This design comes from an exercise in tuning for small area and a short achievable clock period on the open sky130 flow, not from production work.
At most, simulation tests tie the RTL to the original design; equivalence was not proved.
For runs 3, 4 and 7, only the layout was checked, not whether the RTL still works.
No activity file was given, so power comes from the tool's default toggle rates.

`flow/run.sh`:
```
#!/bin/bash
# synth_recipe.tcl (not shown) runs the flow's synth.tcl, then flattens the netlist and writes it again
# the make line also repeats each setting of config.mk as NAME=value (left out here)
make -C /OpenROAD-flow-scripts/flow DESIGN_CONFIG=/design/flow/config.mk WORK_HOME=/design/flow/orfs CLKGATE_MAP_FILE= SYNTH_SCRIPT=/design/flow/synth_recipe.tcl finish
```
`flow/config.mk`:
```
export PLATFORM = sky130hd
export DESIGN_NAME = queue
export DESIGN_NICKNAME = queue
export VERILOG_FILES = /design/flow/design.v
export SDC_FILE = /design/flow/constraint.sdc
export NUM_CORES = 4
export LEC_CHECK = 0
export CAP_MARGIN = 20
export CORE_MARGIN = 2
export CORE_UTILIZATION = 40
export SLEW_MARGIN = 20
```
`flow/constraint.sdc`:
```
create_clock -name core_clock -period 6.0 [get_ports {clk}]
set_input_delay 1.2000 -clock core_clock [delete_from_list [all_inputs] [get_ports {clk}]]
set_output_delay 1.2000 -clock core_clock [all_outputs]
set_load 0.01 [all_outputs]
```
`flow/design.v`:
```
module queue(clk,rst,datain,rw,dataout,full,empty);
  input clk,rst,rw;
  input [7:0] datain;
  reg [8:0] readptr;
  reg [8:0] writeptr;
  output full,empty;
  output reg [7:0] dataout;
  reg [7:0] mem[255:0];
  assign empty = (writeptr == readptr);
  assign full = (writeptr[7:0] == readptr[7:0]) && (writeptr[8] != readptr[8]);
  always @(posedge clk)
  begin
    if (rst == 1)
      begin
        dataout <= 0;
        readptr <= 0;
        writeptr <= 0;
      end
    else if (rw == 1 && !full)
      begin
        mem[writeptr[7:0]] <= datain;
        writeptr <= writeptr + 1;
      end
    else if (rw == 0 && !empty)
      begin
        dataout <= mem[readptr[7:0]];
        readptr <= readptr + 1;
      end
  end
endmodule
```
==> results of run 1 <==
-- power by group --
group	total (mW)	switching, mW	internal (mW)
registers	16.0	0.0969	15.9
clock network	13.1	5.48	7.60
logic	3.25	1.77	1.49
total	32.4	7.34	25.0
-- final cells by class --
type | count | area, um2 | area share (%)
well taps | 2672 | 3343 | 3.668
diodes | 2 | 5.005 | 0.005491
multi-input cells | 1544 | 17610 | 19.32
inverters | 9 | 38.79 | 0.04256
clock inverters | 135 | 1513 | 1.660
clock buffers | 245 | 5365 | 5.887
repair buffers | 121 | 1230 | 1.350
flip-flops and latches | 2074 | 62040 | 68.07
-- cells in the mapped netlist (all sizes together), types with 10 or more instances --
cell type / number / area [um2]
nand3: 30 / 150.1
nor2b: 22 / 137.6
a22oi: 42 / 315.3
mux2: 19 / 214.0
o22ai: 33 / 206.5
mux4: 473 / 10720
xor2: 15 / 131.4
o221ai: 24 / 210.2
edfxtp: 2048 / 61500
nor3: 16 / 80.08
nand2: 88 / 330.3
a211oi: 24 / 180.2
xnor2: 10 / 87.58
a221oi: 27 / 236.5
nor2: 313 / 1175
buf: 172 / 1275
clkbuf: 58 / 232.7
dfxtp: 26 / 520.5
a22o: 19 / 166.4
a21oi: 39 / 195.2
o21ai: 34 / 170.2
a31oi: 12 / 75.07
mux2i: 154 / 1541
-- worst paths after layout --
check | start | end | slack [ps] | cells after the start
worst min-delay path | readptr[8] | readptr[8] | 560 | 2
worst max-delay path | readptr[0] | full | 1100 | 5
worst max register to register | readptr[0] | mem[60][0] | 1480 | 7
worst min register to register | readptr[8] | readptr[8] | 560 | 2
-- worst reg2reg max path, delay by kind of cell (launching register included) --
kind            cells  cell delay (ps)
simple gates        4             2110
flops               1              990
buf+inv             1              540
compound gates      1              320
xor+xnor            1              190
-- sequential cells by signal, indices dropped and copies added, names as in the netlist --
register / flops
mem: 2048
readptr: 9
writeptr: 9
dataout: 8
-- logic make-up after synthesis --
group,after synthesis,synth area share [%]
adders and majority gates,5,0.07712
DFF,2074,76.46
muxes,646,15.38
AOI/OAI and AO/OA,335,3.034
xor gates and xnor gates,25,0.2699
and+or+nand+nor,533,2.854
buffers and inverters,241,1.925
-- metal layers --
metal | track usage [%] | up-vias
li1 | - | 16290
met1 | 30.41 | 21400
met2 | 31.88 | 2236
met3 | 5.380 | 309
met4 | 6.260 | 6
met5 | 0 | -
-- per-stage QoR --
| step | hold slack [ps] | utilization [%] | instance area, um2 | cells |
|---|---|---|---|---|
| after global routing | 585.3 | 45.14 | 91140 | 6802 |
| after detailed placement | 543.5 | 41.72 | 84240 | 6419 |
| after floorplan | 494.7 | - | 81120 | 3859 |
| final | 564.2 | 45.14 | 91140 | 6802 |
| after CTS | 551.9 | 45.13 | 91120 | 6799 |
| after global placement | 513.1 | 41.72 | 84240 | 6419 |
-- placed cells by master (no fill, tap or decap), drive strengths merged, types with 33 or more instances in the layout --
cell and count:
mux4 473, a21oi 39, nor2 313, mux2i 154, edfxtp 2048, o21ai 34
clkbuf 253, o22ai 33, buf 101, nand2 88, a22oi 42, clkinv 93
==> summary.txt, run 1 <==
Die
  • Die Span X: 454.3 um
  • Io pins: 21
  • Chip height: about 450 um
  • Core area: approximately 200000 um2
  • Die Area: 206400 um2
  • # rows: approximately 170
  • Initial Util: 40.18%

Clocking
  • CTS Hold Buffers Added: 0
  • CTS H-tree depth: 4
  • CTS tree: done
  • Clock transition at the registers of the reported paths: 60 ps
  • Postcts setup bufs: 0
  • Max Root-Sink Buffers: 3
  • Num CTS Buffers: ~200
  • Root Buffer: clkbuf_16
  • Worst-Skew Late Latency: 830 ps
  • CTS resizes: 0
  • Num Clock Sinks: 2074

Job
  • Max_cap viols: 0

Route
  • WL/cell: 32.28 um
  • DRT Pass-1 Iters: 8
  • Met1 wire length: 90410 um
  • # DRC: 0
  • Routed wl met3: between 20000 and 25000 um
  • Final wirelength: 219600 um
  • Initial drt markers: about 5500
  • Met2 WL: 100800 um
  • Via/cell ratio: 5.916
  • Top Layer Used: met5
  • Vias: 40240
  • Final ANT Viol Nets: 0

Power and ir drop
  • Static Leak: 27.47 nW
  • Power per Cell Area: ~360 nW/um2
  • Tot Pwr: 32.36 mW
  • Max VDD drop: 0.2821 mV

Finish
  • Share of cells above drive strength 1: 22.60%
  • Synthesis-to-layout area growth: 12.35%
  • Fill cells: 16770
  • Final nets: 3971

STA
  • Unrepaired setup endpoints after global routing: false
  • Fin crit period: 4898 ps
  • Final period util: between 80 and 90%
  • Final Worst Setup Slack: 1102 ps
  • Count of pins over their slew limit: 0
  • Slew HR: 20.65%
  • Maximum clock rate: between 200 and 250 MHz
  • Worst-margin pin slew: 1188 ps
  • Clock Skews: 35.94 ps
  • Setup violations, final: 0
  • Setup TNS: 0 ps
  • Final hold vios: 0

Placement
  • Port Buffer Count: 20
  • Post-Place Setup Slack: 889.7 ps
  • HPWL Detailed: between 100000 and 150000 um
  • Final GP Congestion: about 0.88

Global routing
  • First-pass GRT wire length: 308700 um
  • Largest net degree at the start of global routing: 156
  • Grt total ovfl: 0
  • Initial antenna violation count: 8
  • Vias in the first global route: about 40000
  • GR Util All Layers: 21.15%

Synth
  • Flops & latches, synth: a little over 2000
  • Sequential share of the synthesized area: 76.46%
  • YS warnings: 1
  • Post-Syn Area: 81120 um2
  • Mapped Cells: between 3000 and 4000
  • Post-synth EDFFs: 2048
  • Prevailing post-synth register cell: edfxtp_1
  • Syn_area_per_cell: 21.02 um2
  • Async SR Flop Fraction: 0%
  • Yosys cell types: 78
  • Syn_nets: slightly below 4000

Setup path
  • CP delay by family, top: simple AND/OR/NAND/NOR gates
  • CP peak stage delay: slightly below 1000 ps
  • Startpoint types: flip-flop
  • Bufs and invs on worst path: 1
  • Worst endpoint required time: roughly 4800 ps
  • CP Data Arrival Time: 3700 ps
  • Worst-path cell chain: xor2_1 -> nor4_1 -> nand2_1 -> nor2_1 -> clkdlybuf4s50_1
  • CP max FO: 42
  • Crit-path slowest cell: dfxtp_4
  • Critical Path End Type: primary output
  • Crit path kind: flip-flop to primary output

Hold path
  • Hold WC Path Type: flip-flop to flip-flop

Status
  • Status: finished clean
==> inputs of run 2 (changes only) <==
==> flow/design.v (replaced) <==
module queue(clk,rst,datain,rw,dataout,full,empty);
  input clk,rst,rw;
  input [7:0] datain;
  output reg full, empty;
  output reg [7:0] dataout;
  reg [7:0] wp;
  reg [15:0] rcol, rrow;
  reg [7:0] rp;
  wire push = rw & ~full;
  wire pop  = ~rw & ~empty;
  wire [7:0] wp_n = wp + 8'd1;
  wire [7:0] rp_n = rp + 8'd1;
  reg [7:0] mem [0:255];
  wire [15:0] wcol = 16'd1 << wp[3:0];
  wire [15:0] wrow = 16'd1 << wp[7:4];
  genvar i, r;
  generate
    for (i = 0; i < 256; i = i + 1) begin : g_mem
      always @(posedge clk)
        if (~full & wcol[i%16] & wrow[i/16])
          mem[i] <= datain;
    end
  endgenerate
  wire [7:0] rowdata [0:15];
  generate
    for (r = 0; r < 16; r = r + 1) begin : g_row
      integer c;
      reg [7:0] acc;
      always @* begin
        acc = 8'd0;
        for (c = 0; c < 16; c = c + 1)
          acc = acc | (mem[r*16+c] & {8{rcol[c]}});
      end
      assign rowdata[r] = acc;
    end
  endgenerate
  reg [7:0] rdata;
  integer k;
  always @* begin
    rdata = 8'd0;
    for (k = 0; k < 16; k = k + 1)
      rdata = rdata | (rowdata[k] & {8{rrow[k]}});
  end
  always @(posedge clk) begin
    if (rst) begin
      wp <= 8'd0;
      rp <= 8'd0;
      rcol <= 16'd1;
      rrow <= 16'd1;
      full <= 1'b0;
      empty <= 1'b1;
      dataout <= 8'd0;
    end else begin
      if (push) begin
        wp <= wp_n;
        empty <= 1'b0;
        full <= (wp_n == rp);
      end
      if (pop) begin
        rp <= rp_n;
        rcol <= {rcol[14:0], rcol[15]};
        if (rcol[15])
          rrow <= {rrow[14:0], rrow[15]};
        full <= 1'b0;
        empty <= (rp_n == wp);
        dataout <= rdata;
      end
    end
  end
endmodule
==> run 2 against run 1 <==
Against the previous run: still clean on timing, DRC and antenna; count of clock-buffer cells in the layout increased by 11; worst hold slack got worse by 57 ps; setup slack improved by 1500 ps; sequential power about the same; die area decreased by 5.1%; sequential share of layout area increased by 4.9 points; core utilization about the same; combinational power decreased by 76%; clock skew decreased by 11 ps.
==> summary.txt, run 2 <==
STA
  • Setup TNS: 0 ps (unchanged)
  • Unrepaired setup endpoints after global routing: false
  • Fin Hold WS: 507.6 ps (-56.64 ps)
  • Fin crit period: 3440 ps (-1457 ps)
  • Slew HR: 20.82% (+0.16 points)
  • Worst-margin pin slew: 1184 ps (-4.142 ps)
  • Clock Skews: 25.35 ps (-10.59 ps)
  • Maximum clock rate: 290.7 MHz (+42%)
  • Final Worst Setup Slack: 2560 ps (+1457 ps)
  • Final period util: 57.34% (-24 points)
  • Final hold vios: 0 (unchanged)
  • Count of pins over their slew limit: 0 (unchanged)
  • Setup violations, final: 0 (unchanged)

Finish
  • Final nets: 4163 (+4.8%)
  • Share of cells above drive strength 1: 8.924% (-14 points)
  • Number of flip-flops in the largest register: 2048 (unchanged)
  • Synthesis-to-layout area growth: 11.81%
  • Fin area: 86000 um2 (-5.6%)
  • Commonest non-fill, non-tap cells in the layout: edfxtp_1, a22o_1, a221oi_1
  • Diode count: 0 (-2)
  • Most common cell after layout, fill and taps aside: edfxtp_1

Power and ir drop
  • Comb pwr share: 2.6% (-7.5 points)
  • Switching portion of total power: 20.79% (-1.9 points)
  • Internal power: 23.27 mW (-7.0%)
  • Power per Cell Area: 341.7 nW/um2 (-3.8%)
  • Sw Pwr: 6.108 mW (-17%)
  • Reg power frac: 55.2% (+5.7 points)
  • Clock Power Share: 42.2% (+1.8 points)
  • Static Leak: 25.80 nW (-6.1%)
  • Max VDD drop: 0.2898 mV (+2.7%)

Clocking
  • Max Root-Sink Buffers: 3 (unchanged)
  • CTS Hold Buffers Added: 0 (unchanged)
  • CTS tree: done
  • CTS resizes: 0 (unchanged)
  • Worst-Skew Late Latency: 850 ps (+20 ps)
  • Root Buffer: clkbuf_16
  • Num CTS Buffers: 207 (+0.98%)
  • CTS H-tree depth: 4 (unchanged)
  • Postcts setup bufs: 0 (unchanged)
  • Num Clock Sinks: 2106 (+1.5%)
  • Clock transition at the registers of the reported paths: 60 ps (about the same)

Route
  • Final wirelength: 210600 um (-4.1%)
  • WL/cell: 30.86 um (-4.4%)
  • Initial drt markers: 5855 (+6.6%)
  • Vias: 42340 (+5.2%)
  • Via/cell ratio: 6.204 (+4.9%)
  • # DRC: 0 (unchanged)
  • DRT Pass-1 Iters: 8 (unchanged)
  • Final ANT Viol Nets: 0 (unchanged)

Die
  • Core area: 190600 um2 (-5.6%)
  • Die Area: 195800 um2 (-5.1%)
  • Io pins: 21 (unchanged)
  • Initial Util: 40.36% (+0.19 points)
  • Chip height: 442.5 um (-2.6%)
  • # rows: 160 (-3.0%)
  • Die Span X: 442.5 um (-2.6%)

Synth
  • Most common cell in the netlist: edfxtp_1
  • Top post-synthesis cells by area: edfxtp_1, a22o_1, a221oi_1
  • Syn_nets: 4181 (+7.9%)
  • Yosys cell types: 39 (-50%)
  • Yosys top cell by area: edfxtp_1
  • Async SR Flop Fraction: 0% (unchanged)
  • YS warnings: 2 (+1)
  • Mapped Cells: 4163 (+7.9%)
  • Prevailing post-synth register cell: edfxtp_1
  • Sequential share of the synthesized area: 81.46% (+5.0 points)
  • Flops & latches, synth: 2106 (+1.5%)
  • Syn_area_per_cell: 18.48 um2 (-12%)
  • Post-Syn Area: 76920 um2 (-5.2%)
  • Top cell type's share of synthesized area: 79.95% (+4.1 points)
  • Most common library cells after synthesis: edfxtp_1, a22o_1, a221oi_1
  • Post-synth EDFFs: 2048 (unchanged)

Global routing
  • First-pass GRT wire length: 300700 um (-2.6%)
  • Vias in the first global route: 40660 (+2.4%)
  • GR Util All Layers: 20.97% (-0.18 points)
  • Grt total ovfl: 0 (unchanged)
  • Initial antenna violation count: 4 (-4)
  • Largest net degree at the start of global routing: 160 (+2.6%)

Placement
  • Port Buffer Count: 20 (unchanged)
  • Placed inst area: 79550 um2 (-5.6%)
  • Post-Place Setup Slack: 2641 ps (+1751 ps)
  • Final GP Congestion: 0.8485 (-3.8%)
  • HPWL Detailed: 118800 um (-11%)

Job
  • Max_cap viols: 0 (unchanged)

Setup path
  • CP Data Arrival Time: 4110 ps (+410 ps)
  • Crit path kind: flip-flop to flip-flop
  • Startpoint types: flip-flop
  • Worst endpoint required time: 6670 ps (+1870 ps)
  • Critical Path End Type: flip-flop
  • CP max FO: 73 (+74%)

Status
  • Status: finished clean

Hold path
  • Hold WC Path Type: flip-flop to flip-flop
## run 2: area by class of cell
class,instances,area [um2]
Clock buffer,256,5479
Clock inverter,122,957.2
Fill cell,16160,104600
Inverter,3,11.26
Multi-Input combinational cell,1756,12830
Sequential cell,2106,62720
Tap cell,2511,3142
Timing Repair Buffer,71,858.3
## run 2: metal layers
metal  part of all wire [%]  global-route usage (%)  up-vias
met4                    2.5                   5.686        4
met2                     47                   33.19     2214
li1                       -                       -    17650
met3                    8.9                   3.583      299
met5                 0.0095                       0        -
met1                     41                   30.00    22180
## run 2: cell families (layout without fill, tap and decap cells)
group                    after synthesis  after routing  share of synthesized area (%)
AO/OA/AOI/OAI                       1151           1151                          12.77
XOR/XNOR                              20             20                         0.2277
adder cells (fa/ha/maj)                7              7                         0.1139
buffers and inverters                301            452                          1.945
flip-flops                          2106           2106                          81.46
multiplexers                           3              3                        0.03904
AND/OR/NAND/NOR                      575            575                          3.440
## run 2: power groups by stage
stage / Clock, mW / Sequential [mW] / Combinational (mW)
final: 12.4 / 16.2 / 0.770
after global routing: 13.1 / 16.2 / 0.804
after CTS: 12.5 / 16.2 / 0.767
after detailed placement: 0 / 16.5 / 0.764
after global placement: 0 / 16.5 / 0.749
after floorplan: 0 / 16.5 / 0.277
## run 2: final timing paths
path / from / end / slack [ps] / depth (start not counted)
worst min register to register: rp[1] / rp[1] / 510 / 2
worst min-delay path: rp[1] / rp[1] / 510 / 2
worst max-delay path: rcol[0] / dataout[2] / 2560 / 7
worst max register to register: rcol[0] / dataout[2] / 2560 / 7
## run 2: critical path: stages (launching register included)
cell,delay [ps]
dfxtp_4,590
buf_12,320
a22o_1,320
a221oi_1,460
nand4_1,320
a22oi_1,450
and4_1,470
a311oi_1,140
## run 2: through the flow
step                util [%]  std cells  total power [mW]
floorplan                  -       4163             16.77
detailed placement     41.74       6447             17.29
finish                 45.13       6825             29.38
CTS                    45.12       6825             29.50
global placement       41.74       6447             17.27
global route           45.13       6825             30.08
==> inputs of run 3 (changes only) <==
--- a/flow/design.v
+++ b/flow/design.v
@@ -3,16 +3,20 @@
   input [7:0] datain;
   output reg full, empty;
   output reg [7:0] dataout;
-  reg [7:0] wp;
-  reg [15:0] rcol, rrow;
-  reg [7:0] rp;
+  reg [7:0] wp;              
+  reg [15:0] rcol, rrow;     
   wire push = rw & ~full;
   wire pop  = ~rw & ~empty;
   wire [7:0] wp_n = wp + 8'd1;
-  wire [7:0] rp_n = rp + 8'd1;
-  reg [7:0] mem [0:255];
   wire [15:0] wcol = 16'd1 << wp[3:0];
   wire [15:0] wrow = 16'd1 << wp[7:4];
+  wire [15:0] wcol_n = 16'd1 << wp_n[3:0];
+  wire [15:0] wrow_n = 16'd1 << wp_n[7:4];
+  wire [15:0] rcol_n = {rcol[14:0], rcol[15]};
+  wire [15:0] rrow_n = rcol[15] ? {rrow[14:0], rrow[15]} : rrow;
+  wire last_out = (|(rcol_n & wcol)) & (|(rrow_n & wrow));
+  wire last_in  = (|(wcol_n & rcol)) & (|(wrow_n & rrow));
+  reg [7:0] mem [0:255];
   genvar i, r;
   generate
     for (i = 0; i < 256; i = i + 1) begin : g_mem
@@ -44,7 +48,6 @@
   always @(posedge clk) begin
     if (rst) begin
       wp <= 8'd0;
-      rp <= 8'd0;
       rcol <= 16'd1;
       rrow <= 16'd1;
       full <= 1'b0;
@@ -54,15 +57,13 @@
       if (push) begin
         wp <= wp_n;
         empty <= 1'b0;
-        full <= (wp_n == rp);
+        full <= last_in;
       end
       if (pop) begin
-        rp <= rp_n;
-        rcol <= {rcol[14:0], rcol[15]};
-        if (rcol[15])
-          rrow <= {rrow[14:0], rrow[15]};
+        rcol <= rcol_n;
+        rrow <= rrow_n;
         full <= 1'b0;
-        empty <= (rp_n == wp);
+        empty <= last_out;
         dataout <= rdata;
       end
     end
--- a/flow/config.mk
+++ b/flow/config.mk
@@ -8,4 +8,7 @@
 export CAP_MARGIN = 20
 export CORE_MARGIN = 2
 export CORE_UTILIZATION = 40
+export CTS_CLUSTER_DIAMETER = 100
+export CTS_CLUSTER_SIZE = 24
+export SETUP_SLACK_MARGIN = 3.0
 export SLEW_MARGIN = 20
==> run 3 against run 2 <==
Against the previous run: still clean; combinational power is 4.9% higher; die area is 0.89% higher; synthesized area is 0.90% higher; clock skew is 31 ps higher; register-to-register slack better by 340 ps; sequential power hardly changed; setup slack better by 340 ps; total power is 16% lower.
==> summary.txt, run 3 <==
Finish
  • Footprint of the multi-input gates: 14150 um2 (+10%)
  • Fill cells: 16600 (+2.8%)
  • Synthesis-to-layout area growth: 8.390%
  • Share of cells above drive strength 1: 12.26% (+3.3 points)
  • FF/Latch Area: 62590 um2 (-0.20%)
  • Commonest non-fill, non-tap cells in the layout: edfxtp_1, a22o_1, a221oi_1
  • Most common cell after layout, fill and taps aside: edfxtp_1
  • Final nets: 4156 (-0.17%)
  • Number of flip-flops in the largest register: 2048 (unchanged)

Setup path
  • CP max FO: 74 (+1.4%)
  • RR Startpoint: rcol[12]
  • Crit path kind: flip-flop to flip-flop
  • Worst-path cell chain: buf_12 -> a22o_1 -> a221oi_1 -> nand4_1 -> a22oi_2 -> and4_2 -> a311oi_1
  • CP Data Arrival Time: 3720 ps (-390 ps)
  • Critical Path End Type: flip-flop
  • Startpoint types: flip-flop
  • CP Launch Point: rcol[12]
  • Crit-path slowest cell: dfxtp_4
  • CP peak stage delay: 510 ps (-80 ps)
  • Worst endpoint required time: 6620 ps (-50 ps)

STA
  • Setup TNS: 0 ps (unchanged)
  • Clock Skews: 56.39 ps (+31.04 ps)
  • Setup violations, final: 0 (unchanged)
  • Worst-margin pin slew: 1189 ps (+5.212 ps)
  • Unrepaired setup endpoints after global routing: true
  • Fin crit period: 3099 ps (-341.6 ps)
  • Slew HR: 20.64% (-0.18 points)
  • Maximum clock rate: 322.7 MHz (+11%)
  • Final period util: 51.64% (-5.7 points)
  • Count of pins over their slew limit: 0 (unchanged)
  • Final hold vios: 0 (unchanged)

Global routing
  • Grt total ovfl: 0 (unchanged)
  • Largest net degree at the start of global routing: 151 (-5.6%)
  • GR Util All Layers: 22.97% (+2.0 points)
  • Initial antenna violation count: 4 (unchanged)
  • Vias in the first global route: 41320 (+1.6%)
  • First-pass GRT wire length: 326100 um (+8.5%)

Route
  • Initial drt markers: 7135 (+22%)
  • Final ANT Viol Nets: 0 (unchanged)
  • Met2 WL: 110600 um (+11%)
  • Top Layer Used: met4
  • WL/cell: 35.39 um (+15%)
  • # DRC: 0 (unchanged)
  • Vias: 44010 (+3.9%)
  • Via/cell ratio: 6.551 (+5.6%)
  • Final wirelength: 237700 um (+13%)
  • Met1 wire length: 93860 um (+8.1%)
  • DRT Pass-1 Iters: 6 (-2)
  • Routed wl met3: 24650 um (+31%)

Synth
  • Yosys top cell by area: edfxtp_1
  • Top post-synthesis cells by area: edfxtp_1, a22o_1, a221oi_1
  • Flops & latches, synth: 2098 (-0.38%)
  • Most common cell in the netlist: edfxtp_1
  • YS warnings: 2 (unchanged)
  • Syn_area_per_cell: 18.22 um2 (-1.4%)
  • Mapped Cells: 4259 (+2.3%)
  • Post-synth EDFFs: 2048 (unchanged)
  • Syn_nets: 4277 (+2.3%)
  • Most common library cells after synthesis: edfxtp_1, a22o_1, a221oi_1
  • Post-Syn Area: 77610 um2 (+0.90%)
  • Top cell type's share of synthesized area: 79.24% (-0.71 points)
  • Yosys cell types: 61 (+56%)
  • Sequential share of the synthesized area: 80.53% (-0.93 points)
  • Async SR Flop Fraction: 0% (unchanged)
  • Prevailing post-synth register cell: edfxtp_1

Clocking
  • Max Root-Sink Buffers: 3 (unchanged)
  • CTS tree: done
  • Num CTS Buffers: 99 (-52%)
  • Worst-Skew Late Latency: 790 ps (-60 ps)
  • Root Buffer: clkbuf_16
  • Num Clock Sinks: 2098 (-0.38%)
  • Clock transition at the registers of the reported paths: 110 ps (+50 ps)
  • CTS H-tree depth: 3 (-1)

Die
  • Core area: 192600 um2 (+1.0%)
  • # rows: 161 (+0.63%)
  • Die Area: 197600 um2 (+0.89%)
  • Die Span X: 444.5 um (+0.44%)
  • Initial Util: 40.30% (-0.060 points)
  • Chip height: 444.5 um (+0.44%)
  • Io pins: 21 (unchanged)

Placement
  • Final GP Congestion: 0.8992 (+6.0%)
  • HPWL Detailed: 133700 um (+13%)
  • Port Buffer Count: 20 (unchanged)

Power and ir drop
  • Power per Cell Area: 292.6 nW/um2 (-14%)
  • Internal power: 19.39 mW (-17%)
  • Max VDD drop: 0.2214 mV (-24%)
  • Comb pwr share: 3.3% (+0.7 points)
  • Switching portion of total power: 21.24% (+0.45 points)
  • Clock Power Share: 31.2% (-11 points)
  • Static Leak: 24.32 nW (-5.8%)
  • Sw Pwr: 5.229 mW (-14%)
  • Tot Pwr: 24.62 mW (-16%)
  • Reg power frac: 65.5% (+10 points)

Hold path
  • Hold WC Path Type: flip-flop to flip-flop
  • Hold path start: dataout[1]

Status
  • Status: finished clean

Job
  • Max_cap viols: 0 (unchanged)
run 3: through the flow:
step | instance area, um2 | hold slack (ps) | cells | setup slack (ps) | util [%]
after CTS | 83520 | 561.3 | 6707 | 2715 | 43.37
final | 84120 | 560.8 | 6718 | 2901 | 43.68
after global placement | 80170 | 582.7 | 6552 | 2646 | 41.63
after global routing | 84120 | 575.3 | 6718 | 2852 | 43.68
after floorplan | 77610 | 518.4 | 4259 | 3608 | -
after detailed placement | 80180 | 579.3 | 6552 | 2531 | 41.64
run 3: path summary, 6_finish.rpt:
check	end	slack (ps)	cells after the start
min	dataout[1]	560	2
max reg2reg	dataout[1]	2900	7
min reg2reg	dataout[1]	560	2
max	dataout[1]	2900	7
run 3: logic make-up after synthesis:
logic type,share of synthesized area [%]
flip-flops,80.53
AO/OA/AOI/OAI,13.16
AND/OR/NAND/NOR,3.581
buffers and inverters,2.433
multiplexers,0.1048
XOR/XNOR,0.07900
adder cells (fa/ha/maj),0.1128
run 3: area by class of cell:
class                   count  share of cell area [%]
clock buffers             146                   3.180
diodes                      1                0.002975
well taps                2526                   3.757
clock inverters             8                  0.1547
repair buffers            107                   1.614
flip-flops and latches   2098                   74.41
inverters                  15                 0.06693
multi-input cells        1817                   16.82
run 3: layer usage:
layer | vias up | GRT usage [%]
met5 | - | 0
met4 | 0 | 7.024
met3 | 404 | 4.060
met2 | 2829 | 35.91
met1 | 23090 | 32.86
li1 | 17690 | -
run 3: critical path: cells and delay by family (launching register included):
kind / cells / cell delay, ps
simple gates: 2 / 670
compound gates: 4 / 1330
buf+inv: 1 / 250
flops: 1 / 510
run 3: repair_timing:
action,in CTS,in global routing
resized for setup,198,108
buffers inserted,1,9
pin swaps,7,13
endpoints found under the setup margin,1698,1480
hold buffers,0,0
cloned,0,1
run 3: power groups by stage:
stage	clock network [mW]	registers, mW	logic (mW)
5_1_grt	8.15	16.1	0.832
6_report	7.69	16.1	0.808
3_5_place_dp	0	16.5	0.765
2_1_floorplan	0	16.4	0.259
4_1_cts	7.72	16.1	0.776
3_3_place_gp	0	16.5	0.759
==> inputs of run 4 (changes only) <==
--- a/flow/config.mk
+++ b/flow/config.mk
@@ -10,5 +10,5 @@
 export CORE_UTILIZATION = 40
 export CTS_CLUSTER_DIAMETER = 100
 export CTS_CLUSTER_SIZE = 24
-export SETUP_SLACK_MARGIN = 3.0
+export SETUP_SLACK_MARGIN = 3.6
 export SLEW_MARGIN = 20
==> run 4 against run 3 <==
Against the previous run: clock power up 0.7%; still clean on timing, DRC and antenna; count of clock-buffer cells in the layout unchanged; sequential power about the same; synthesized area unchanged.
==> summary.txt, run 4 <==
Synth
  • Sequential share of the synthesized area: 80.53% (unchanged)
  • Post-Syn Area: 77610 um2 (unchanged)
  • Yosys cell types: 61 (unchanged)
  • Flops & latches, synth: 2098 (unchanged)
  • Synth Area in Compound Gates: 13.16% (unchanged)
  • Most common cell in the netlist: edfxtp_1
  • Post-synthesis adder-cell area fraction: 0.1128% (unchanged)
  • Syn_nets: 4277 (unchanged)
  • Top cell type's share of synthesized area: 79.24% (unchanged)
  • Mapped Cells: 4259 (unchanged)
  • Syn_area_per_cell: 18.22 um2 (unchanged)
  • Yosys top cell by area: edfxtp_1
  • Synth Area in Simple Gates: 3.581% (unchanged)
  • Top post-synthesis cells by area: edfxtp_1, a22o_1, a221oi_1
  • Most common library cells after synthesis: edfxtp_1, a22o_1, a221oi_1
  • Async SR Flop Fraction: 0% (unchanged)
  • Prevailing post-synth register cell: edfxtp_1
  • Post-synth EDFFs: 2048 (unchanged)
  • YS warnings: 2 (unchanged)
  • Post-synthesis mux area share: 0.1048% (unchanged)
  • Synth Area in XOR/XNOR: 0.07899% (unchanged)
  • Largest family of logic cells by synthesized area: compound AO/OA/AOI/OAI gates

STA
  • Slew HR: 19.06% (-1.6 points)
  • Maximum clock rate: 363.8 MHz (+13%)
  • Setup TNS: 0 ps (unchanged)
  • Setup violations, final: 0 (unchanged)
  • Fin crit period: 2749 ps (-349.8 ps)
  • Clock Skews: 62.27 ps (+5.876 ps)
  • Unrepaired setup endpoints after global routing: true
  • Final period util: 45.81% (-5.8 points)
  • Final hold vios: 0 (unchanged)
  • Count of pins over their slew limit: 0 (unchanged)
  • Worst-margin pin slew: 1212 ps (+23.68 ps)

Die
  • Die Area: 197600 um2 (unchanged)
  • # rows: 161 (unchanged)
  • Core area: 192600 um2 (unchanged)
  • Die Span X: 444.5 um (unchanged)
  • Chip height: 444.5 um (unchanged)
  • Initial Util: 40.30% (unchanged)
  • Io pins: 21 (unchanged)

Finish
  • Number of flip-flops in the largest register: 2048 (unchanged)
  • Commonest non-fill, non-tap cells in the layout: edfxtp_1, a22o_1, a221oi_1
  • Final nets: 4348 (+4.6%)
  • Share of cells above drive strength 1: 21.10% (+8.8 points)
  • Synthesis-to-layout area growth: 16.04%
  • Most common cell after layout, fill and taps aside: edfxtp_1

Status
  • Status: finished clean

Clocking
  • Worst-Skew Late Latency: 790 ps (about the same)
  • Root Buffer: clkbuf_16
  • CTS H-tree depth: 3 (unchanged)
  • Num CTS Buffers: 99 (unchanged)
  • Num Clock Sinks: 2098 (unchanged)
  • CTS tree: done
  • Clock transition at the registers of the reported paths: 110 ps (about the same)
  • Max Root-Sink Buffers: 3 (unchanged)
  • CTS Hold Buffers Added: 0 (unchanged)

Global routing
  • Grt total ovfl: 0 (unchanged)
  • Largest net degree at the start of global routing: 151 (unchanged)
  • Vias in the first global route: 43230 (+4.6%)
  • Initial antenna violation count: 7 (+3)
  • GR Util All Layers: 25.77% (+2.8 points)
  • First-pass GRT wire length: 357600 um (+9.7%)

Route
  • WL/cell: 39.09 um (+10%)
  • Met1 wire length: 99190 um (+5.7%)
  • Via/cell ratio: 6.791 (+3.7%)
  • Routed wl met3: 34400 um (+40%)
  • DRT Pass-1 Iters: 7 (+1)
  • Met2 WL: 121900 um (+10%)
  • Top Layer Used: met5
  • Final wirelength: 270200 um (+14%)
  • Initial drt markers: 8278 (+16%)
  • Vias: 46950 (+6.7%)
  • # DRC: 0 (unchanged)
  • Final ANT Viol Nets: 0 (unchanged)

Setup path
  • Critical Path End Type: flip-flop
  • Crit path kind: flip-flop to flip-flop
  • R2R Path End: dataout[5]
  • CP max FO: 8 (-89%)
  • Reg2Reg Depth: 6 (-1)
  • RR Startpoint: rcol[1]
  • CP Data Arrival Time: 3380 ps (-340 ps)
  • Worst reg-to-reg setup slack: 3250 ps (+350 ps)
  • Worst endpoint required time: 6630 ps (about the same)
  • Startpoint types: flip-flop

Hold path
  • Hold path start: dataout[1]
  • Hold WC Path Type: flip-flop to flip-flop
  • Hold endpoint: dataout[1]
  • Hold path cells: 2 (unchanged)

Placement
  • HPWL Detailed: 133700 um (unchanged)
  • Port Buffer Count: 20 (unchanged)
  • Final GP Congestion: 0.8992 (unchanged)

Power and ir drop
  • Static Leak: 26.48 nW (+8.9%)
  • Max VDD drop: 0.2255 mV (+1.9%)
  • Power per Cell Area: 275.7 nW/um2 (-5.8%)
  • Tot Pwr: 24.83 mW (+0.87%)

Job
  • Max_cap viols: 0 (unchanged)
[run 4: final cells by class]
| cell class | count | area (um2) |
|---|---|---|
| Clock buffer | 146 | 2675 |
| Tap cell | 2526 | 3161 |
| Inverter | 15 | 56.30 |
| Timing Repair Buffer | 299 | 4771 |
| Clock inverter | 8 | 130.1 |
| Antenna cell | 5 | 12.51 |
| Fill cell | 15890 | 102500 |
| Sequential cell | 2098 | 62620 |
| Multi-Input combinational cell | 1817 | 16640 |
[run 4: how the worst max path moves through the flow]
stage	startpoint	end	slack, ps	cells past startpoint
floorplan	rw	rcol[8]	3610	6
CTS	rcol[11]	dataout[5]	3400	6
global route	rcol[11]	dataout[0]	3350	7
finish	rcol[1]	dataout[5]	3250	6
detailed placement	wp[3]	mem[47][3]	2530	3
global placement	wp[6]	mem[106][7]	2650	2
[run 4: routing by layer]
layer / up-vias / GRT usage, %
li1: 18140 / -
met1: 24500 / 35.31
met2: 3662 / 39.28
met3: 644 / 6.353
met4: 8 / 10.92
met5: - / 0
[run 4: critical path, cell delays in order (launching register included)]
cell and delay (ps):
dfxtp_4 430, buf_6 160, a22o_1 220, a221oi_2 270, nand4_1 250, a222oi_1 1050
a311oi_1 190
[run 4: cell families (layout without fill, tap and decap cells)]
group	after synthesis	in the layout
mux	8	8
other cells	0	5
buf+inv	344	468
fa+ha+maj	7	7
simple gates	586	586
xor+xnor	7	7
compound gates	1209	1209
flops	2098	2098
[run 4: metrics by stage]
step	setup slack, ps	hold slack (ps)	util [%]	cell area [um2]	cells
finish	3251	574.1	46.77	90060	6914
global route	3348	584.8	46.76	90050	6910
CTS	3397	575.0	45.89	88380	6838
detailed placement	2531	579.3	41.64	80180	6552
global placement	2646	582.7	41.63	80170	6552
floorplan	3608	518.4	-	77610	4259
[run 4: power breakdown]
group          total, mW  internal [mW]  leakage (nW)  switching [mW]
clock               7.74           3.15          1.35            4.59
combinational      0.980          0.227          6.29           0.754
sequential          16.1           16.1          18.8          0.0354
[run 4: timing repair]
item	in CTS	in global routing
setup endpoints to repair	2070	1188
resized for setup	803	125
gates cloned	24	14
setup buffers	108	57
pin swaps	94	105
==> inputs of run 5 (changes only) <==
--- a/flow/design.v
+++ b/flow/design.v
@@ -3,25 +3,23 @@
   input [7:0] datain;
   output reg full, empty;
   output reg [7:0] dataout;
-  reg [7:0] wp;              
+  reg [15:0] wcol, wrow;     
   reg [15:0] rcol, rrow;     
   wire push = rw & ~full;
   wire pop  = ~rw & ~empty;
-  wire [7:0] wp_n = wp + 8'd1;
-  wire [15:0] wcol = 16'd1 << wp[3:0];
-  wire [15:0] wrow = 16'd1 << wp[7:4];
-  wire [15:0] wcol_n = 16'd1 << wp_n[3:0];
-  wire [15:0] wrow_n = 16'd1 << wp_n[7:4];
+  wire [15:0] wcol_n = {wcol[14:0], wcol[15]};
+  wire [15:0] wrow_n = wcol[15] ? {wrow[14:0], wrow[15]} : wrow;
   wire [15:0] rcol_n = {rcol[14:0], rcol[15]};
   wire [15:0] rrow_n = rcol[15] ? {rrow[14:0], rrow[15]} : rrow;
   wire last_out = (|(rcol_n & wcol)) & (|(rrow_n & wrow));
   wire last_in  = (|(wcol_n & rcol)) & (|(wrow_n & rrow));
+  wire [15:0] wcol_en = wcol & {16{~full}};
   reg [7:0] mem [0:255];
   genvar i, r;
   generate
     for (i = 0; i < 256; i = i + 1) begin : g_mem
       always @(posedge clk)
-        if (~full & wcol[i%16] & wrow[i/16])
+        if (wrow[i/16] & wcol_en[i%16])
           mem[i] <= datain;
     end
   endgenerate
@@ -47,7 +45,8 @@
   end
   always @(posedge clk) begin
     if (rst) begin
-      wp <= 8'd0;
+      wcol <= 16'd1;
+      wrow <= 16'd1;
       rcol <= 16'd1;
       rrow <= 16'd1;
       full <= 1'b0;
@@ -55,7 +54,8 @@
       dataout <= 8'd0;
     end else begin
       if (push) begin
-        wp <= wp_n;
+        wcol <= wcol_n;
+        wrow <= wrow_n;
         empty <= 1'b0;
         full <= last_in;
       end
--- a/flow/config.mk
+++ b/flow/config.mk
@@ -7,8 +7,9 @@
 export LEC_CHECK = 0
 export CAP_MARGIN = 20
 export CORE_MARGIN = 2
-export CORE_UTILIZATION = 40
+export CORE_UTILIZATION = 55
 export CTS_CLUSTER_DIAMETER = 100
 export CTS_CLUSTER_SIZE = 24
 export SETUP_SLACK_MARGIN = 3.6
 export SLEW_MARGIN = 20
+export TNS_END_PERCENT = 5
==> run 5 against run 4 <==
Against the previous run: sequential cell count up 24; clock power fell by 2.7%; global-route usage grew 5.4 points; die area down 27%; total power down 1.5%; first-iteration DRC count is 29% lower; maximum frequency is 4.5% higher; count of clock-buffer cells in the layout down 14; sequential share of layout area grew 3.3 points; worst hold slack lost 50 ps; largest power group unchanged; setup slack gained 120 ps.
==> summary.txt, run 5 <==
Placement
  • HPWL Detailed: 119700 um (-10%)
  • Placed inst area: 79950 um2 (-0.28%)
  • Placed Instances: 5885 (-10%)
  • Port Buffer Count: 20 (unchanged)
  • Final GP Congestion: 0.8618 (-4.2%)

STA
  • Maximum clock rate: 380.3 MHz (+4.5%)
  • Final period util: 43.83% (-2.0 points)
  • Fin Hold WS: 524.2 ps (-49.91 ps)
  • Setup TNS: 0 ps (unchanged)
  • Fin crit period: 2630 ps (-118.9 ps)
  • Worst-margin pin slew: 1214 ps (+1.741 ps)
  • Count of pins over their slew limit: 0 (unchanged)
  • Slew HR: 18.95% (-0.12 points)
  • Final hold vios: 0 (unchanged)
  • Setup violations, final: 0 (unchanged)
  • Unrepaired setup endpoints after global routing: true
  • Clock Skews: 50.42 ps (-11.85 ps)

Die
  • Initial Util: 55.31% (+15 points)
  • Die Span X: 380.9 um (-14%)
  • Chip height: 380.9 um (-14%)
  • Io pins: 21 (unchanged)
  • Core area: 141200 um2 (-27%)
  • Die Area: 145100 um2 (-27%)
  • # rows: 138 (-14%)

Hold path
  • Hold path cells: 2 (unchanged)
  • Hold WC Path Type: flip-flop to flip-flop
  • Hold endpoint: wcol[1]
  • Hold path start: wcol[1]

Route
  • Initial drt markers: 5871 (-29%)
  • # DRC: 0 (unchanged)
  • Final ANT Viol Nets: 0 (unchanged)
  • Final wirelength: 228300 um (-16%)
  • Via/cell ratio: 7.081 (+4.3%)
  • Vias: 43510 (-7.3%)
  • WL/cell: 37.16 um (-4.9%)
  • DRT Pass-1 Iters: 8 (+1)

Global routing
  • First-pass GRT wire length: 319800 um (-11%)
  • Vias in the first global route: 40960 (-5.2%)
  • Initial antenna violation count: 19 (+12)
  • Grt total ovfl: 0 (unchanged)
  • Largest net degree at the start of global routing: 149 (-1.3%)
  • GR Util All Layers: 31.14% (+5.4 points)

Synth
  • Most common cell in the netlist: edfxtp_1
  • Async SR Flop Fraction: 0% (unchanged)
  • Post-synth EDFFs: 2048 (unchanged)
  • Flops & latches, synth: 2122 (+1.1%)
  • Top cell type's share of synthesized area: 78.72% (-0.52 points)
  • Yosys cell types: 32 (-48%)
  • Top post-synthesis cells by area: edfxtp_1, a221oi_1, a22o_1
  • Sequential share of the synthesized area: 80.62% (+0.089 points)
  • YS warnings: 2 (unchanged)
  • Syn_area_per_cell: 18.43 um2 (+1.1%)
  • Syn_nets: 4251 (-0.61%)
  • Prevailing post-synth register cell: edfxtp_1
  • Most common library cells after synthesis: edfxtp_1, a221oi_1, a22o_1
  • Yosys top cell by area: edfxtp_1
  • Post-Syn Area: 78120 um2 (+0.66%)
  • Mapped Cells: 4240 (-0.45%)

Clocking
  • CTS tree: done
  • Worst-Skew Late Latency: 770 ps (-20 ps)
  • Num Clock Sinks: 2122 (+1.1%)
  • CTS H-tree depth: 3 (unchanged)
  • Num CTS Buffers: 98 (-1.0%)
  • Clock transition at the registers of the reported paths: 110 ps (about the same)
  • Root Buffer: clkbuf_16
  • Max Root-Sink Buffers: 3 (unchanged)

Setup path
  • RR Startpoint: full
  • Reg2Reg Depth: 4 (-2)
  • R2R Path End: mem[218][2]
  • Critical Path End Type: flip-flop
  • Startpoint types: flip-flop
  • CP max FO: 16 (+8)
  • Crit path kind: flip-flop to flip-flop
  • Worst reg-to-reg setup slack: 3370 ps (+120 ps)
  • Worst endpoint required time: 6400 ps (-230 ps)
  • CP Data Arrival Time: 3030 ps (-350 ps)

Power and ir drop
  • Static Leak: 26.27 nW (-0.79%)
  • Power per Cell Area: 282.4 nW/um2 (+2.4%)
  • Max VDD drop: 0.2540 mV (+13%)

Finish
  • Synthesis-to-layout area growth: 10.89%
  • Number of flip-flops in the largest register: 2048 (unchanged)
  • Fin area: 86630 um2 (-3.8%)
  • Most common cell after layout, fill and taps aside: edfxtp_1
  • Fin cells: 6144 (-11%)
  • Final nets: 4214 (-3.1%)
  • Fill cells: 10070 (-37%)
  • Commonest non-fill, non-tap cells in the layout: edfxtp_1, a22o_1, a221oi_1
  • Share of cells above drive strength 1: 13.92% (-7.2 points)

Job
  • Max_cap viols: 0 (unchanged)

Status
  • Status: finished clean
==> run 5: cell types whose count changed after synthesis, sizes merged, moves of 15 or more <==
cell / before / now
nor2: 276 / 9
and2: 3 / 258
clkbuf: 110 / 222
buf: 219 / 109
nand2: 90 / 131
a22oi: 91 / 60
a221oi: 497 / 523
a22o: 497 / 523
nand3: 29 / 4
dfxtp: 50 / 74
a21oi: 50 / 73
o21ai: 20 / 2
inv: 15 / 0
==> run 5: what timing repair did <==
item                                    CTS  global route
setup endpoints to repair              1038           695
setup buffers                            80             4
pin swaps                               104            26
cloned                                   22             2
endpoints found under the hold margin     0             0
hold buffers                              0             0
resized for setup                       409            26
==> run 5: area by class of cell <==
| class | count | area, um2 | share of cell area, % |
|---|---|---|---|
| sequential | 2122 | 63080 | 72.82 |
| multi-input combinational | 1787 | 15250 | 17.61 |
| timing repair buffer | 194 | 3214 | 3.710 |
| clock buffer | 132 | 2644 | 3.052 |
| tap | 1890 | 2365 | 2.730 |
| antenna | 16 | 40.04 | 0.04622 |
| clock inverter | 3 | 33.78 | 0.03900 |
==> run 5: worst max-delay path by stage <==
stage | start | endpoint | slack [ps] | cells past startpoint
global route | rcol[11] | dataout[7] | 3380 | 8
floorplan | rw | wrow[9] | 3600 | 7
finish | full | mem[218][2] | 3370 | 4
global placement | rw | wrow[6] | 2310 | 5
detailed placement | rw | wrow[9] | 2250 | 5
CTS | full | full | 3370 | 1
==> run 5: cells by family (layout without fill, tap and decap cells) <==
logic type	after synthesis	after routing	synth area share [%]
flip-flops	2122	2122	80.62
AO/OA/AOI/OAI	1204	1204	13.05
AND/OR/NAND/NOR	573	573	4.161
buffers and inverters	331	329	2.024
multiplexers	10	10	0.1441
other	0	16	0
==> run 5: metrics by stage <==
stage / power, mW / utilization, % / setup WS (ps)
final: 24.46 / 61.33 / 3370
after global routing: 24.98 / 61.31 / 3383
after CTS: 24.48 / 61.14 / 3367
after detailed placement: 17.19 / 56.61 / 2249
after global placement: 17.18 / 56.59 / 2310
after floorplan: 16.75 / - / 3601
==> run 5: power by group <==
part / internal, mW / switching, mW
logic: 0.162 / 0.532
registers: 16.2 / 0.0244
clock network: 3.09 / 4.43
total: 19.5 / 4.99
==> run 5: routing by layer <==
layer	GRT usage [%]	part of all wire, %
met5	0	0.021
met4	10.82	3.9
met3	5.544	8.9
met2	47.68	46
met1	45.51	41
==> run 5: critical path, stage by stage, from the launching register on <==
cell,delay (ps)
dfxtp_4,370
buf_4,240
buf_16,210
nor2b_4,880
and2_1,550
==> inputs of run 6 (changes only) <==
--- a/flow/config.mk
+++ b/flow/config.mk
@@ -10,6 +10,5 @@
 export CORE_UTILIZATION = 55
 export CTS_CLUSTER_DIAMETER = 100
 export CTS_CLUSTER_SIZE = 24
-export SETUP_SLACK_MARGIN = 3.6
+export SETUP_SLACK_MARGIN = 3.5
 export SLEW_MARGIN = 20
-export TNS_END_PERCENT = 5
==> run 6 against run 5 <==
Against the previous run: still clean on timing, DRC and antenna; final area is 0.63% lower; sequential power hardly changed; sequential share of layout area is 0.46 points higher; non-clock buffer count is 10 lower; final cell count is 0.34% lower; critical path depth is 2 higher; clock power hardly changed; synthesized cell count stayed put; critical path type unchanged.
==> summary.txt, run 6 <==
STA
  • Final Worst Setup Slack: 3372 ps (+1.860 ps)
  • Clock Skews: 45.32 ps (-5.093 ps)
  • Slew HR: 23.44% (+4.5 points)
  • Count of pins over their slew limit: 0 (unchanged)
  • Setup TNS: 0 ps (unchanged)
  • Unrepaired setup endpoints after global routing: true
  • Final period util: 43.80% (about the same)
  • Setup violations, final: 0 (unchanged)
  • Final hold vios: 0 (unchanged)
  • Worst-margin pin slew: 1148 ps (-65.72 ps)
  • Fin crit period: 2628 ps (-1.860 ps)
  • Maximum clock rate: 380.5 MHz (about the same)

Synth
  • Top cell type's share of synthesized area: 78.72% (unchanged)
  • YS warnings: 2 (unchanged)
  • Yosys top cell by area: edfxtp_1
  • Post-synth EDFFs: 2048 (unchanged)
  • Yosys cell types: 32 (unchanged)
  • Post-Syn Area: 78120 um2 (unchanged)
  • Syn_nets: 4251 (unchanged)
  • Flops & latches, synth: 2122 (unchanged)
  • Syn_area_per_cell: 18.43 um2 (unchanged)
  • Mapped Cells: 4240 (unchanged)
  • Async SR Flop Fraction: 0% (unchanged)
  • Sequential share of the synthesized area: 80.62% (unchanged)
  • Prevailing post-synth register cell: edfxtp_1
  • Most common cell in the netlist: edfxtp_1
  • Most common library cells after synthesis: edfxtp_1, a221oi_1, a22o_1
  • Top post-synthesis cells by area: edfxtp_1, a221oi_1, a22o_1

Finish
  • Fill cells: 10160 (+0.89%)
  • FF/Latch Area: 63080 um2 (unchanged)
  • Most common cell after layout, fill and taps aside: edfxtp_1
  • Footprint of the multi-input gates: 15080 um2 (-1.2%)
  • Number of flip-flops in the largest register: 2048 (unchanged)
  • Final nets: 4204 (-0.24%)
  • Fin cells: 6123 (-0.34%)
  • Synthesis-to-layout area growth: 10.19%
  • Commonest non-fill, non-tap cells in the layout: edfxtp_1, a22o_1, a221oi_1
  • Share of cells above drive strength 1: 13.46% (-0.46 points)

Route
  • Final wirelength: 223100 um (-2.3%)
  • WL/cell: 36.44 um (-1.9%)
  • # DRC: 0 (unchanged)
  • Vias: 42930 (-1.3%)
  • Initial drt markers: 6012 (+2.4%)
  • Final ANT Viol Nets: 0 (unchanged)
  • Via/cell ratio: 7.011 (-0.99%)
  • DRT Pass-1 Iters: 6 (-2)

Setup path
  • Crit path kind: flip-flop to flip-flop
  • Bufs and invs on worst path: 1 (-1)
  • CP peak stage delay: 550 ps (-330 ps)
  • Crit-path slowest cell: a221oi_1
  • Worst-path cell chain: buf_12 -> a221oi_1 -> nand4_1 -> a22oi_1 -> and4_4 -> a311oi_1
  • CP delay by family, top: compound AO/OA/AOI/OAI gates
  • Critical Path End Type: flip-flop
  • Startpoint types: flip-flop
  • CP Data Arrival Time: 3220 ps (+190 ps)
  • CP max FO: 48 (+32)
  • Worst reg-to-reg setup slack: 3370 ps (about the same)
  • Worst endpoint required time: 6590 ps (+190 ps)

Die
  • Io pins: 21 (unchanged)
  • Die Span X: 380.9 um (unchanged)
  • Die Area: 145100 um2 (unchanged)
  • # rows: 138 (unchanged)
  • Initial Util: 55.31% (unchanged)
  • Core area: 141200 um2 (unchanged)
  • Chip height: 380.9 um (unchanged)

Global routing
  • First-pass GRT wire length: 312500 um (-2.3%)
  • Grt total ovfl: 0 (unchanged)
  • Initial antenna violation count: 18 (-1)
  • GR Util All Layers: 30.28% (-0.86 points)
  • Largest net degree at the start of global routing: 149 (unchanged)
  • Vias in the first global route: 40480 (-1.2%)

Placement
  • Post-Place Setup Slack: 2249 ps (unchanged)
  • Placed Instances: 5885 (unchanged)
  • Port Buffer Count: 20 (unchanged)
  • Final GP Congestion: 0.8618 (unchanged)
  • HPWL Detailed: 119700 um (unchanged)

Power and ir drop
  • Internal power: 19.47 mW (about the same)
  • Max VDD drop: 0.2548 mV (+0.32%)
  • Reg power frac: 66.5% (about the same)
  • Comb pwr share: 2.8% (about the same)
  • Static Leak: 26.08 nW (-0.71%)
  • Sw Pwr: 4.957 mW (-0.60%)
  • Clock Power Share: 30.7% (about the same)
  • Power per Cell Area: 283.8 nW/um2 (+0.49%)
  • Switching portion of total power: 20.29% (-0.094 points)

Clocking
  • CTS tree: done
  • CTS H-tree depth: 3 (unchanged)
  • Num Clock Sinks: 2122 (unchanged)
  • Num CTS Buffers: 98 (unchanged)
  • Root Buffer: clkbuf_16
  • Worst-Skew Late Latency: 760 ps (about the same)
  • Clock transition at the registers of the reported paths: 100 ps (about the same)
  • CTS Hold Buffers Added: 0 (unchanged)
  • Max Root-Sink Buffers: 3 (unchanged)

Job
  • Max_cap viols: 0 (unchanged)

Hold path
  • Hold WC Path Type: flip-flop to flip-flop

Status
  • Status: finished clean
run 6: cell count changes in the layout (fill, tap and decap cells not counted), moves of 2 or more:
| cell | before | now |
|---|---|---|
| diode_2 | 16 | 5 |
| buf_4 | 55 | 61 |
| a221oi_1 | 344 | 359 |
| buf_6 | 25 | 23 |
| a221oi_4 | 14 | 7 |
| and2_1 | 257 | 252 |
| buf_16 | 30 | 17 |
| buf_8 | 17 | 15 |
| a221oi_2 | 165 | 157 |
| and2_2 | 1 | 6 |
run 6: cell type report:
class / count / share of cell area, %
Antenna cell: 5 / 0.01453
Clock buffer: 132 / 3.071
Clock inverter: 3 / 0.03924
Multi-Input combinational cell: 1787 / 17.51
Sequential cell: 2122 / 73.28
Tap cell: 1890 / 2.747
Timing Repair Buffer: 184 / 3.339
run 6: power by group through the flow:
stage	clock network, mW	registers (mW)	logic, mW
after floorplan	0	16.6	0.179
after global placement	0	16.6	0.589
after detailed placement	0	16.6	0.600
after CTS	7.56	16.2	0.664
after global routing	8.02	16.2	0.706
final	7.51	16.2	0.680
run 6: final timing paths:
check	start	end	cells past startpoint
min reg2reg	wcol[1]	wcol[1]	2
min	wcol[1]	wcol[1]	2
max	rcol[12]	dataout[0]	6
max reg2reg	rcol[12]	dataout[0]	6
run 6: repair_timing:
action	in CTS	in global routing
setup buffers	76	8
setup endpoints to repair	559	144
cloned	11	3
gates resized for setup	308	89
pin swaps	65	44
run 6: worst reg2reg max path: stages, from the launching register on:
cell      delay [ps]
dfxtp_4          520
buf_12           300
a221oi_1         580
nand4_1          340
a22oi_1          290
and4_4           330
a311oi_1         110
run 6: through the flow:
step                      area, um2  util [%]  hold WS (ps)  total power, mW
final                         86090     60.95         522.4            24.43
after global routing          86080     60.94         542.8            24.97
after CTS                     85430     60.48         516.5            24.47
after detailed placement      79950     56.61         502.6            17.19
after global placement        79930     56.59         496.6            17.18
after floorplan               78120         -         465.4            16.75
run 6: kinds of logic (layout without fill, tap and decap cells):
kind of cell / after synthesis / in the layout / synth area share [%]
simple gates: 573 / 573 / 4.161
flops: 2122 / 2122 / 80.62
buf+inv: 331 / 319 / 2.024
other cells: 0 / 5 / 0
mux: 10 / 10 / 0.1441
compound gates: 1204 / 1204 / 13.05
run 6: layer usage:
layer	routed length (um)	vias to the layer above	global-route usage, %	part of all wire, %
met5	59	-	0	0.026
met3	19810	340	4.892	8.9
met1	91320	22670	44.76	41
met2	104300	2172	46.52	47
li1	-	17740	-	-
met4	7587	10	9.808	3.4
==> inputs of run 7 (changes only) <==
--- a/flow/design.v
+++ b/flow/design.v
@@ -5,15 +5,16 @@
   output reg [7:0] dataout;
   reg [15:0] wcol, wrow;     
   reg [15:0] rcol, rrow;     
-  wire push = rw & ~full;
-  wire pop  = ~rw & ~empty;
+  reg nfull, nempty;         
+  wire push = rw & nfull;
+  wire pop  = ~rw & nempty;
   wire [15:0] wcol_n = {wcol[14:0], wcol[15]};
   wire [15:0] wrow_n = wcol[15] ? {wrow[14:0], wrow[15]} : wrow;
   wire [15:0] rcol_n = {rcol[14:0], rcol[15]};
   wire [15:0] rrow_n = rcol[15] ? {rrow[14:0], rrow[15]} : rrow;
   wire last_out = (|(rcol_n & wcol)) & (|(rrow_n & wrow));
   wire last_in  = (|(wcol_n & rcol)) & (|(wrow_n & rrow));
-  wire [15:0] wcol_en = wcol & {16{~full}};
+  wire [15:0] wcol_en = wcol & {16{nfull}};
   reg [7:0] mem [0:255];
   genvar i, r;
   generate
@@ -51,6 +52,8 @@
       rrow <= 16'd1;
       full <= 1'b0;
       empty <= 1'b1;
+      nfull <= 1'b1;
+      nempty <= 1'b0;
       dataout <= 8'd0;
     end else begin
       if (push) begin
@@ -58,12 +61,16 @@
         wrow <= wrow_n;
         empty <= 1'b0;
         full <= last_in;
+        nempty <= 1'b1;
+        nfull <= ~last_in;
       end
       if (pop) begin
         rcol <= rcol_n;
         rrow <= rrow_n;
         full <= 1'b0;
         empty <= last_out;
+        nfull <= 1'b1;
+        nempty <= ~last_out;
         dataout <= rdata;
       end
     end
==> run 7 against run 6 <==
Against the previous run: total power increased by 0.32%; core utilization down 0.65 points; global-route usage is 0.088 points higher; combinational power down about 10%; setup slack worse by 350 ps.
==> summary.txt, run 7 <==
Status
  • Status: finished clean

Die
  • Die Area: 146000 um2 (+0.64%)
  • Initial Util: 55.47% (+0.15 points)
  • Chip height: 382.1 um (+0.32%)
  • # rows: 138 (unchanged)
  • Die Span X: 382.1 um (+0.32%)
  • Core area: 141800 um2 (+0.37%)
  • Io pins: 21 (unchanged)

Synth
  • Synth Area in XOR/XNOR: 0% (unchanged)
  • Most common cell in the netlist: edfxtp_1
  • Post-synth EDFFs: 2048 (unchanged)
  • Async SR Flop Fraction: 0% (unchanged)
  • Flops & latches, synth: 2124 (+0.094%)
  • Post-synthesis adder-cell area fraction: 0% (unchanged)
  • YS warnings: 2 (unchanged)
  • Most common library cells after synthesis: edfxtp_1, a22oi_1, nand2_1
  • Largest family of logic cells by synthesized area: compound AO/OA/AOI/OAI gates
  • Syn_nets: 4534 (+6.7%)
  • Post-synthesis mux area share: 0.1448% (+0.00067 points)
  • Syn_area_per_cell: 17.38 um2 (-5.7%)
  • Sequential share of the synthesized area: 80.15% (-0.47 points)
  • Prevailing post-synth register cell: edfxtp_1
  • Synth Area in Compound Gates: 12.26% (-0.79 points)
  • Synth Area in Simple Gates: 5.029% (+0.87 points)
  • Mapped Cells: 4523 (+6.7%)
  • Post-Syn Area: 78630 um2 (+0.65%)
  • Yosys top cell by area: edfxtp_1
  • Yosys cell types: 39 (+22%)
  • Top cell type's share of synthesized area: 78.22% (-0.50 points)
  • Top post-synthesis cells by area: edfxtp_1, a22oi_1, and3_1

Finish
  • Synthesis-to-layout area growth: 8.711%
  • Share of cells above drive strength 1: 10.41% (-3.1 points)
  • Most common cell after layout, fill and taps aside: edfxtp_1
  • Final nets: 4422 (+5.2%)
  • Fin area: 85480 um2 (-0.71%)
  • Number of flip-flops in the largest register: 2048 (unchanged)
  • Final design utilization: 60.30% (-0.65 points)
  • Fill cells: 10290 (+1.3%)
  • Commonest non-fill, non-tap cells in the layout: edfxtp_1, a22oi_1, nand2_1
  • Fin cells: 6392 (+4.4%)

Global routing
  • Met2 usage: 47.87% (+1.4 points)
  • Global routing usage on met1: 44.27% (-0.49 points)
  • GR Util All Layers: 30.36% (+0.088 points)
  • Grt total ovfl: 0 (unchanged)
  • Initial antenna violation count: 18 (unchanged)
  • M3 GR Usage: 4.662% (-0.23 points)
  • First-pass GRT wire length: 315900 um (+1.1%)
  • Most crowded layer after global routing: met2
  • Vias in the first global route: 41700 (+3.0%)
  • Largest net degree at the start of global routing: 157 (+5.4%)

Setup path
  • CP max FO: 56 (+17%)
  • Worst endpoint required time: 6620 ps (+30 ps)
  • Crit path kind: flip-flop to flip-flop
  • CP Data Arrival Time: 3600 ps (+380 ps)
  • Critical Path Most Common Cell: nand4_1
  • CP delay by family, top: simple AND/OR/NAND/NOR gates
  • Bufs and invs on worst path: 1 (unchanged)
  • Critical Path End Type: flip-flop
  • Startpoint types: flip-flop
  • CP peak stage delay: 490 ps (-60 ps)
  • Worst-path cell chain: buf_6 -> a22oi_1 -> nand4_1 -> o31ai_4 -> nand4_1 -> nor4_2 -> a211oi_1
  • Crit-path slowest cell: nand4_1

Placement
  • Final GP Congestion: 0.8414 (-2.4%)
  • Port Buffer Count: 20 (unchanged)
  • Placed inst area: 80100 um2 (+0.18%)
  • HPWL Detailed: 123300 um (+3.0%)
  • Placed Instances: 6135 (+4.2%)

STA
  • Unrepaired setup endpoints after global routing: true
  • Setup violations, final: 0 (unchanged)
  • Setup TNS: 0 ps (unchanged)
  • Slew HR: 17.71% (-5.7 points)
  • Count of pins over their slew limit: 0 (unchanged)
  • Clock Skews: 33.92 ps (-11.40 ps)
  • Final period util: 49.67% (+5.9 points)
  • Worst-margin pin slew: 1233 ps (+84.18 ps)
  • Maximum clock rate: 335.5 MHz (-12%)
  • Fin crit period: 2980 ps (+352.4 ps)
  • Final hold vios: 0 (unchanged)

Route
  • WL/cell: 35.12 um (-3.6%)
  • DRT Pass-1 Iters: 8 (+2)
  • Final wirelength: 224500 um (+0.61%)
  • # DRC: 0 (unchanged)
  • Via/cell ratio: 6.923 (-1.3%)
  • Vias: 44250 (+3.1%)
  • Initial drt markers: 6190 (+3.0%)
  • Final ANT Viol Nets: 0 (unchanged)

Hold path
  • Hold WC Path Type: flip-flop to flip-flop

Clocking
  • Max Root-Sink Buffers: 3 (unchanged)
  • Num CTS Buffers: 98 (unchanged)
  • Root Buffer: clkbuf_16
  • CTS tree: done
  • Num Clock Sinks: 2124 (+0.094%)
  • CTS H-tree depth: 3 (unchanged)
  • Clock transition at the registers of the reported paths: 100 ps (about the same)
  • Worst-Skew Late Latency: 750 ps (about the same)

Power and ir drop
  • Tot Pwr: 24.50 mW (+0.32%)
  • Clock Power Share: 31.1% (+0.4 points)
  • Power per Cell Area: 286.7 nW/um2 (+1.0%)
  • Comb pwr share: 2.5% (-0.3 points)
  • Sw Pwr: 4.950 mW (-0.14%)
  • Reg power frac: 66.4% (about the same)
  • Switching portion of total power: 20.20% (-0.093 points)
  • Internal power: 19.55 mW (+0.43%)
  • Static Leak: 26.73 nW (+2.5%)
  • Max VDD drop: 0.2030 mV (-20%)

Job
  • Max_cap viols: 0 (unchanged)
-- run 7: routing by layer --
layer | vias up | routed length (um)
li1 | 18430 | -
met1 | 23120 | 90330
met2 | 2362 | 106600
met3 | 329 | 20620
met4 | 2 | 6951
met5 | - | 13
-- run 7: through the flow --
step | hold WS, ps | setup slack [ps]
global placement | 469.8 | 2022
floorplan | 455.9 | 3684
CTS | 525.2 | 3092
detailed placement | 529.7 | 2163
finish | 527.9 | 3020
global route | 538.8 | 3068
-- run 7: kinds of logic (layout without fill, tap and decap cells) --
logic type / count (synthesis) / count (layout)
AOI/OAI and AO/OA: 1251 / 1251
and+or+nand+nor: 765 / 765
muxes: 10 / 10
other: 0 / 24
buffers and inverters: 373 / 328
DFF: 2124 / 2124
-- run 7: path summary, 6_finish.rpt --
path / startpoint / end / slack (ps) / cells past startpoint
min: dataout[7] / dataout[7] / 530 / 2
max reg2reg: rcol[13] / dataout[6] / 3020 / 7
min reg2reg: dataout[7] / dataout[7] / 530 / 2
max: rcol[13] / dataout[6] / 3020 / 7
-- run 7: power groups by stage --
| stage | logic [mW] | registers [mW] | clock network, mW |
|---|---|---|---|
| 3_3_place_gp | 0.531 | 16.6 | 0 |
| 2_1_floorplan | 0.169 | 16.6 | 0 |
| 5_1_grt | 0.640 | 16.3 | 8.14 |
| 4_1_cts | 0.586 | 16.3 | 7.69 |
| 3_5_place_dp | 0.544 | 16.6 | 0 |
| 6_report | 0.611 | 16.3 | 7.63 |
-- run 7: cell type report --
type	count	area [um2]	area share (%)
Sequential cell	2124	63140	73.87
Multi-Input combinational cell	2026	14740	17.25
Clock buffer	165	2789	3.263
Tap cell	1890	2365	2.767
Timing Repair Buffer	161	2349	2.748
Antenna cell	24	60.06	0.07026
Clock inverter	2	32.53	0.03806
-- run 7: repair_timing --
item / CTS / global route
gates cloned: 5 / 3
setup endpoints to repair: 677 / 449
buffers inserted: 49 / 9
resized for setup: 250 / 89
pin swaps: 53 / 64
hold buffers: 0 / 0
-- run 7: tightest hold or removal path, delay by kind of cell, from the launching register on --
kind / cells / cell delay (ps)
flip-flops: 1 / 350
AO/OA/AOI/OAI: 1 / 50
AND/OR/NAND/NOR: 1 / 100

[what the ideal ports hide]
The results above use ideal ports. As a check the final layouts listed here were re-extracted and re-timed, cells and wires unchanged.
Step 1: set_driving_cell puts a clkbuf_16 on clk and a buf_2 on each other input, an assumption about the parent block.
Step 2 adds t to the input delays and takes it off the output delays; t is the mean of the earliest and latest rising clock arrival at the registers after step 1. Input paths then give back, and output paths get back, about the clock's delay inside the block.
a / b / c = ideal / step 1 / step 2; a / b = the first two.
run	t (ns)	slack for setup (ns)	worst hold slack (ns)	worst setup path after step 2	worst data-port slew with drivers (ns)
run 1	0.899	1.102 / 1.019 / 0.854	0.564 / 0.564 / 0.564	input to register	0.11
run 2	0.913	2.560 / 2.560 / 2.560	0.508 / 0.508 / 0.508	register to register	0.10
run 3	0.847	2.901 / 2.901 / 2.761	0.561 / 0.561 / 0.561	input to register	0.09
run 4	0.852	3.251 / 3.251 / 2.831	0.574 / 0.574 / 0.574	input to register	0.09
run 5	0.832	3.370 / 3.370 / 2.797	0.524 / 0.524 / 0.524	input to register	0.09
run 6	0.824	3.372 / 3.372 / 2.728	0.522 / 0.522 / 0.522	input to register	0.09
run 7	0.817	3.020 / 3.020 / 2.628	0.528 / 0.528 / 0.528	input to register	0.13
After both steps every run listed still meets setup and hold. The setup slack of run 6, which loses most, moves by 0.000 ns with the drivers and by -0.644 ns with both steps.
